This is an optimization exercise on Yosys and OpenROAD, whose aim is small area and a short achievable clock period, not a production implementation.
Where RTL was checked, it was by simulation tests only, not by an equivalence proof against the original.
The clock port is modelled as an ideal driver; clocking choices that lean on that would not hold on a real chip.

==> module alu_top, before the edit <==
module alu_top (
    input  wire        clk,
    input  wire [31:0] a,
    input  wire [31:0] b,
    input  wire [3:0]  opcode,
    output wire [31:0] result,
    output wire        zero_flag,
    output wire        carry_flag,
    output wire        sign_flag,
    output wire        overflow_flag
);
    wire op_add = ~opcode[3] & ~opcode[1] & ~opcode[0];              
    wire op_neg = ~opcode[3] & ~opcode[1] &  opcode[0];              
    wire op_mul = ~opcode[3] & ~opcode[2] &  opcode[1];              
    wire op_and = ~opcode[3] &  opcode[2] &  opcode[1] & ~opcode[0];  
    wire op_xor = ~opcode[3] &  opcode[2] &  opcode[1] &  opcode[0];  
    wire op_sh  =  opcode[3] & (opcode[2] | opcode[1]);              
    wire op_shl = op_sh & ~opcode[0];
    wire op_shr = op_sh &  opcode[0];
    wire op_ari = ~opcode[3] & ~(opcode[2] & opcode[1]);             
    wire [31:0] a_rev;
    genvar i;
    generate for (i = 0; i < 32; i = i + 1) begin : g_ra
        assign a_rev[i] = a[31-i];
    end endgenerate
    wire [31:0] x_d = op_shr ? a_rev : (a | {32{op_neg}});
    wire [32:0] be = {b, 1'b0};
    wire [15:0] b_one, b_two, b_neg;
    generate for (i = 0; i < 16; i = i + 1) begin : g_be
        assign b_neg[i] = be[2*i+2];
        assign b_one[i] = be[2*i+1] ^ be[2*i];
        assign b_two[i] = (be[2*i+2] & ~be[2*i+1] & ~be[2*i])
                        | (~be[2*i+2] & be[2*i+1] & be[2*i]);
    end endgenerate
    wire [31:0] dec = 32'd1 << b[4:0];
    wire [15:0] s_one, s_two;
    generate for (i = 0; i < 16; i = i + 1) begin : g_se
        assign s_two[i] = dec[2*i+1];
        if (i == 0) begin : g_lo
            assign s_one[i] = dec[0];
        end else begin : g_hi
            assign s_one[i] = dec[2*i] | dec[2*i-1];
        end
    end endgenerate
    wire sh_ok = op_sh & ~|b[31:5];
    wire [15:0] one_d = ({16{sh_ok}} & s_one) | ({16{~op_sh}} & b_one);
    wire [15:0] two_d = ({16{sh_ok}} & s_two) | ({16{~op_sh}} & b_two);
    wire [15:0] neg_d = ({16{sh_ok}} & s_two) | ({16{~op_sh}} & b_neg);
    reg [31:0] x_q;
    reg [15:0] one_q, two_q, neg_q;
    reg s_add, s_and, s_xor, s_mul, s_rev, s_ari, axb31;
    always @(posedge clk) begin
        x_q   <= x_d;
        one_q <= one_d;
        two_q <= two_d;
        neg_q <= neg_d;
        s_add <= op_add;
        s_and <= op_and;
        s_xor <= op_xor;
        s_mul <= op_mul | op_shl | op_neg;
        s_rev <= op_shr;
        s_ari <= op_ari;
        axb31 <= a[31] ^ b[31];
    end
    wire [31:0] y_q;
    generate for (i = 0; i < 16; i = i + 1) begin : g_bd
        assign y_q[2*i+1] = neg_q[i];
        if (i == 0) begin : g_lo
            assign y_q[0] = one_q[0];
        end else begin : g_hi
            assign y_q[2*i] = one_q[i] ^ neg_q[i-1];
        end
    end endgenerate
    wire [32:0] sum;
    add32bk u_add (.x(x_q), .y(y_q), .s(sum[31:0]), .co(sum[32]));
    wire [31:0] oth = ({32{s_add}} & sum[31:0])
                    | ({32{s_and}} & (x_q & y_q))
                    | ({32{s_xor}} & (x_q ^ y_q));
    wire cy  = s_add & sum[32];
    wire ovp = s_ari & (cy ^ axb31);
    wire [31:0] prod;
    mul32lo u_mul (.x(x_q), .one(one_q), .two(two_q), .neg(neg_q), .p(prod));
    wire [31:0] prod_rev;
    generate for (i = 0; i < 32; i = i + 1) begin : g_rp
        assign prod_rev[i] = prod[31-i];
    end endgenerate
    wire [31:0] res = oth | ({32{s_mul}} & prod) | ({32{s_rev}} & prod_rev);
    reg [31:0] res_q;
    reg cy_q, ovp_q, ari_q;
    always @(posedge clk) begin
        res_q <= res;
        cy_q  <= cy;
        ovp_q <= ovp;
        ari_q <= s_ari;
    end
    assign result        = res_q;
    assign carry_flag    = cy_q;
    assign sign_flag     = ari_q & res_q[31];
    assign zero_flag     = ari_q & ~|res_q;
    assign overflow_flag = ovp_q ^ sign_flag;
endmodule
clock: 12.0 ns
lec_check: 0
cap_margin: 20
core_margin: 2
core_utilization: 40
slew_margin: 20
standard.sh (not shown) runs the stock make flow with config.mk's settings and CLKGATE_MAP_FILE= SYNTH_SCRIPT=/design/flow/synth_recipe.tcl, a recipe that flattens the netlist after the stock synthesis.
==> flow/flow/run.sh <==
#!/bin/bash
# The standard layout (standard.sh), with these changes:
#  - synthesis without the early generic "abc -fast" pass, so that the full
#    adders written in the RTL reach extract_fa as written (no inverters
#    between adder cells); registers are unchanged,
#  - after clock tree synthesis, flow/skew.tcl delays the clock of the second
#    register stage (useful skew for the paths between the two stages),
#  - the smallest buffer cell for the port buffers.
# The SDC and the clock period are the standard flow's. Each tool's output goes to the
# ORFS logs under orfs/logs; make's own output to standard.log.
cp standard.sh standard_sh.txt
bash standard.sh SYNTH_ARGS=-noabc SETUP_SLACK_MARGIN=7.3 \
  "BUFFER_PORTS_ARGS=-buffer_cell sky130_fd_sc_hd__buf_1" \
  POST_CTS_TCL=$PWD/flow/skew.tcl \
  "SKEW_CHAIN=sky130_fd_sc_hd__clkdlybuf4s50_1 sky130_fd_sc_hd__clkbuf_4" \
  finish > standard.log 2>&1
Other scripts of this flow, unchanged in this note and not shown: flow/flow/skew.tcl
The baseline finished clean.
Then changed:
--- a/flow/design.v
+++ b/flow/design.v
@@ -1012,4 +1012,6 @@
     wire op_shr = op_sh &  opcode[0];
     wire op_ari = ~opcode[3] & ~(opcode[2] & opcode[1]);             
+    wire big = |b[31:5];
+    wire [31:0] onehot = big ? 32'd0 : (32'd1 << b[4:0]);
     wire [31:0] a_rev;
     genvar i;
@@ -1018,26 +1020,13 @@
     end endgenerate
     wire [31:0] x_d = op_shr ? a_rev : (a | {32{op_neg}});
-    wire [32:0] be = {b, 1'b0};
-    wire [15:0] b_one, b_two, b_neg;
+    wire [31:0] y_d = op_sh ? onehot : b;
+    wire [32:0] ye = {y_d, 1'b0};
+    wire [15:0] one_d, two_d, neg_d;
     generate for (i = 0; i < 16; i = i + 1) begin : g_be
-        assign b_neg[i] = be[2*i+2];
-        assign b_one[i] = be[2*i+1] ^ be[2*i];
-        assign b_two[i] = (be[2*i+2] & ~be[2*i+1] & ~be[2*i])
-                        | (~be[2*i+2] & be[2*i+1] & be[2*i]);
+        assign neg_d[i] = ye[2*i+2];
+        assign one_d[i] = ye[2*i+1] ^ ye[2*i];
+        assign two_d[i] = (ye[2*i+2] & ~ye[2*i+1] & ~ye[2*i])
+                        | (~ye[2*i+2] & ye[2*i+1] & ye[2*i]);
     end endgenerate
-    wire [31:0] dec = 32'd1 << b[4:0];
-    wire [15:0] s_one, s_two;
-    generate for (i = 0; i < 16; i = i + 1) begin : g_se
-        assign s_two[i] = dec[2*i+1];
-        if (i == 0) begin : g_lo
-            assign s_one[i] = dec[0];
-        end else begin : g_hi
-            assign s_one[i] = dec[2*i] | dec[2*i-1];
-        end
-    end endgenerate
-    wire sh_ok = op_sh & ~|b[31:5];
-    wire [15:0] one_d = ({16{sh_ok}} & s_one) | ({16{~op_sh}} & b_one);
-    wire [15:0] two_d = ({16{sh_ok}} & s_two) | ({16{~op_sh}} & b_two);
-    wire [15:0] neg_d = ({16{sh_ok}} & s_two) | ({16{~op_sh}} & b_neg);
     reg [31:0] x_q;
     reg [15:0] one_q, two_q, neg_q;
Effect:
- routed wire length stays flat
- die area shrinks by a few percent
- design area shrinks slightly
- register-to-register slack hardly moves
- core utilization grows by 1.0 points
Function not checked in the first run of this note: the RTL went through the layout flow alone.

Another version of the RTL of alu_top (not shown whole).
Size in the first run: ~120 flip-flops, about 110 I/O pins, roughly 0.019 mm^2 of cells after synthesis.
==> module alu_top, before the edit <==
module alu_top (
    input  wire        clk,
    input  wire [31:0] a,
    input  wire [31:0] b,
    input  wire [3:0]  opcode,
    output wire [31:0] result,
    output wire        zero_flag,
    output wire        carry_flag,
    output wire        sign_flag,
    output wire        overflow_flag
);
    wire op_add = ~opcode[3] & ~opcode[1] & ~opcode[0];              
    wire op_neg = ~opcode[3] & ~opcode[1] &  opcode[0];              
    wire op_mul = ~opcode[3] & ~opcode[2] &  opcode[1];              
    wire op_and = ~opcode[3] &  opcode[2] &  opcode[1] & ~opcode[0];  
    wire op_xor = ~opcode[3] &  opcode[2] &  opcode[1] &  opcode[0];  
    wire op_sh  =  opcode[3] & (opcode[2] | opcode[1]);              
    wire op_shl = op_sh & ~opcode[0];
    wire op_shr = op_sh &  opcode[0];
    wire op_ari = ~opcode[3] & ~(opcode[2] & opcode[1]);             
    wire big = |b[31:5];
    wire [31:0] onehot = big ? 32'd0 : (32'd1 << b[4:0]);
    wire [31:0] a_rev;
    genvar i;
    generate for (i = 0; i < 32; i = i + 1) begin : g_ra
        assign a_rev[i] = a[31-i];
    end endgenerate
    wire [31:0] x_d = op_shr ? a_rev : a;
    wire [31:0] y_d = op_sh ? onehot : b;
    wire [32:0] ye = {y_d, 1'b0};
    wire [15:0] one_d, two_d, neg_d;
    generate for (i = 0; i < 16; i = i + 1) begin : g_be
        assign neg_d[i] = ye[2*i+2];
        assign one_d[i] = ye[2*i+1] ^ ye[2*i];
        assign two_d[i] = (ye[2*i+2] & ~ye[2*i+1] & ~ye[2*i])
                        | (~ye[2*i+2] & ye[2*i+1] & ye[2*i]);
    end endgenerate
    reg [31:0] x_q;
    reg [15:0] one_q, two_q, neg_q;
    reg s_add, s_neg, s_and, s_xor, s_mul, s_rev, s_ari;
    always @(posedge clk) begin
        x_q   <= x_d;
        one_q <= one_d;
        two_q <= two_d;
        neg_q <= neg_d;
        s_add <= op_add;
        s_neg <= op_neg;
        s_and <= op_and;
        s_xor <= op_xor;
        s_mul <= op_mul | op_shl;
        s_rev <= op_shr;
        s_ari <= op_ari;
    end
    wire [31:0] y_q;
    generate for (i = 0; i < 16; i = i + 1) begin : g_bd
        assign y_q[2*i+1] = neg_q[i];
        if (i == 0) begin : g_lo
            assign y_q[0] = one_q[0];
        end else begin : g_hi
            assign y_q[2*i] = one_q[i] ^ neg_q[i-1];
        end
    end endgenerate
    wire [32:0] sum = {1'b0, x_q} + {1'b0, y_q};
    wire [31:0] oth = ({32{s_add}} & sum[31:0])
                    | ({32{s_neg}} & (-y_q))
                    | ({32{s_and}} & (x_q & y_q))
                    | ({32{s_xor}} & (x_q ^ y_q));
    wire cy  = s_add & sum[32];
    wire ovp = s_ari & (cy ^ x_q[31] ^ y_q[31]);
    wire [31:0] prod;
    mul32lo u_mul (.x(x_q), .one(one_q), .two(two_q), .neg(neg_q), .p(prod));
    wire [31:0] prod_rev;
    generate for (i = 0; i < 32; i = i + 1) begin : g_rp
        assign prod_rev[i] = prod[31-i];
    end endgenerate
    wire [31:0] res = oth | ({32{s_mul}} & prod) | ({32{s_rev}} & prod_rev);
    reg [31:0] res_q;
    reg cy_q, ovp_q, ari_q;
    always @(posedge clk) begin
        res_q <= res;
        cy_q  <= cy;
        ovp_q <= ovp;
        ari_q <= s_ari;
    end
    assign result        = res_q;
    assign carry_flag    = cy_q;
    assign sign_flag     = ari_q & res_q[31];
    assign zero_flag     = ari_q & ~|res_q;
    assign overflow_flag = ovp_q ^ sign_flag;
endmodule
Settings: LEC_CHECK=0, CAP_MARGIN=20, CORE_MARGIN=2, CORE_UTILIZATION=40, SLEW_MARGIN=20; clock period 12.0 ns.
==> flow/flow/run.sh <==
#!/bin/bash
cp standard.sh standard_sh.txt
export SETUP_SLACK_MARGIN=${MARGIN:-7}
bash standard.sh > standard.log 2>&1
Then changed:
--- a/flow/design.v
+++ b/flow/design.v
@@ -967,12 +967,19 @@
     wire op_and = ~opcode[3] &  opcode[2] &  opcode[1] & ~opcode[0];  
     wire op_xor = ~opcode[3] &  opcode[2] &  opcode[1] &  opcode[0];  
     wire op_sh  =  opcode[3] & (opcode[2] | opcode[1]);              
     wire op_shl = op_sh & ~opcode[0];
     wire op_shr = op_sh &  opcode[0];
     wire op_ari = ~opcode[3] & ~(opcode[2] & opcode[1]);             
+    wire [32:0] sum = {1'b0, a} + {1'b0, b};
+    wire [31:0] oth = ({32{op_add}} & sum[31:0])
+                    | ({32{op_neg}} & (-b))
+                    | ({32{op_and}} & (a & b))
+                    | ({32{op_xor}} & (a ^ b));
+    wire cy  = op_add & sum[32];
+    wire ovp = op_ari & (cy ^ a[31] ^ b[31]);
     wire big = |b[31:5];
     wire [31:0] onehot = big ? 32'd0 : (32'd1 << b[4:0]);
     wire [31:0] a_rev;
     genvar i;
     generate for (i = 0; i < 32; i = i + 1) begin : g_ra
         assign a_rev[i] = a[31-i];
@@ -984,59 +991,42 @@
     generate for (i = 0; i < 16; i = i + 1) begin : g_be
         assign neg_d[i] = ye[2*i+2];
         assign one_d[i] = ye[2*i+1] ^ ye[2*i];
         assign two_d[i] = (ye[2*i+2] & ~ye[2*i+1] & ~ye[2*i])
                         | (~ye[2*i+2] & ye[2*i+1] & ye[2*i]);
     end endgenerate
-    reg [31:0] x_q;
+    reg [31:0] x_q, oth_q;
     reg [15:0] one_q, two_q, neg_q;
-    reg s_add, s_neg, s_and, s_xor, s_mul, s_rev, s_ari;
+    reg s_mul, s_rev, cy_q, ovp_q, ari_q;
     always @(posedge clk) begin
         x_q   <= x_d;
         one_q <= one_d;
         two_q <= two_d;
         neg_q <= neg_d;
-        s_add <= op_add;
-        s_neg <= op_neg;
-        s_and <= op_and;
-        s_xor <= op_xor;
+        oth_q <= oth;
         s_mul <= op_mul | op_shl;
         s_rev <= op_shr;
-        s_ari <= op_ari;
+        cy_q  <= cy;
+        ovp_q <= ovp;
+        ari_q <= op_ari;
     end
-    wire [31:0] y_q;
-    generate for (i = 0; i < 16; i = i + 1) begin : g_bd
-        assign y_q[2*i+1] = neg_q[i];
-        if (i == 0) begin : g_lo
-            assign y_q[0] = one_q[0];
-        end else begin : g_hi
-            assign y_q[2*i] = one_q[i] ^ neg_q[i-1];
-        end
-    end endgenerate
-    wire [32:0] sum = {1'b0, x_q} + {1'b0, y_q};
-    wire [31:0] oth = ({32{s_add}} & sum[31:0])
-                    | ({32{s_neg}} & (-y_q))
-                    | ({32{s_and}} & (x_q & y_q))
-                    | ({32{s_xor}} & (x_q ^ y_q));
-    wire cy  = s_add & sum[32];
-    wire ovp = s_ari & (cy ^ x_q[31] ^ y_q[31]);
     wire [31:0] prod;
     mul32lo u_mul (.x(x_q), .one(one_q), .two(two_q), .neg(neg_q), .p(prod));
     wire [31:0] prod_rev;
     generate for (i = 0; i < 32; i = i + 1) begin : g_rp
         assign prod_rev[i] = prod[31-i];
     end endgenerate
-    wire [31:0] res = oth | ({32{s_mul}} & prod) | ({32{s_rev}} & prod_rev);
+    wire [31:0] res = oth_q | ({32{s_mul}} & prod) | ({32{s_rev}} & prod_rev);
     reg [31:0] res_q;
-    reg cy_q, ovp_q, ari_q;
+    reg cy_q2, ovp_q2, ari_q2;
     always @(posedge clk) begin
-        res_q <= res;
-        cy_q  <= cy;
-        ovp_q <= ovp;
-        ari_q <= s_ari;
+        res_q  <= res;
+        cy_q2  <= cy_q;
+        ovp_q2 <= ovp_q;
+        ari_q2 <= ari_q;
     end
     assign result        = res_q;
-    assign carry_flag    = cy_q;
-    assign sign_flag     = ari_q & res_q[31];
-    assign zero_flag     = ari_q & ~|res_q;
-    assign overflow_flag = ovp_q ^ sign_flag;
+    assign carry_flag    = cy_q2;
+    assign sign_flag     = ari_q2 & res_q[31];
+    assign zero_flag     = ari_q2 & ~|res_q;
+    assign overflow_flag = ovp_q2 ^ sign_flag;
 endmodule
Outcome: Synthesized cell count climbs slightly; routed wire length goes down by roughly a tenth; fmax grows slightly; flip-flop and latch count increases by 30; global-route usage went down by 3.5 points; design area falls by a few percent; utilization went down by 2.0 points.
Function not checked in the second run of this note: the RTL went through the layout flow alone.

==> port drivers added, routing unchanged <==
Ports are ideal in the flow. The routed layouts listed here were re-timed in OpenROAD. Step 1: set_driving_cell puts a clkbuf_16 on clk and a buf_2 on each other input, an assumption about the parent block. Step 2, shift: input delay + t, output delay - t, t = (earliest + latest rising clock arrival at the registers) / 2. This alone moves slack from input paths to output paths. a / b / c = ideal ports / drivers / drivers and shift; a / b = the first two.
run | t (ns) | setup slack, ns | worst setup path after step 2 | clock arrival spread, ns
the first run of note 1 | 0.803 | 7.313 / 7.313 / 6.728 | input to register | 0.642 / 0.642
the second run of note 1 | 0.793 | 7.311 / 7.311 / 6.901 | input to register | 0.643 / 0.642
the first run of note 2 | 0.522 | 6.423 / 6.423 / 6.423 | register to register | 0.035 / 0.035
the second run of note 2 | 0.479 | 6.443 / 6.443 / 6.443 | register to register | 0.027 / 0.027
Clock arrivals are far apart in the first run of note 1 and the second run of note 1, so t is only a midpoint there and step 2 fits no single register. For the first run of note 1, which loses most, drivers alone change the setup slack by 0.000 ns; drivers and shift together by -0.585 ns.
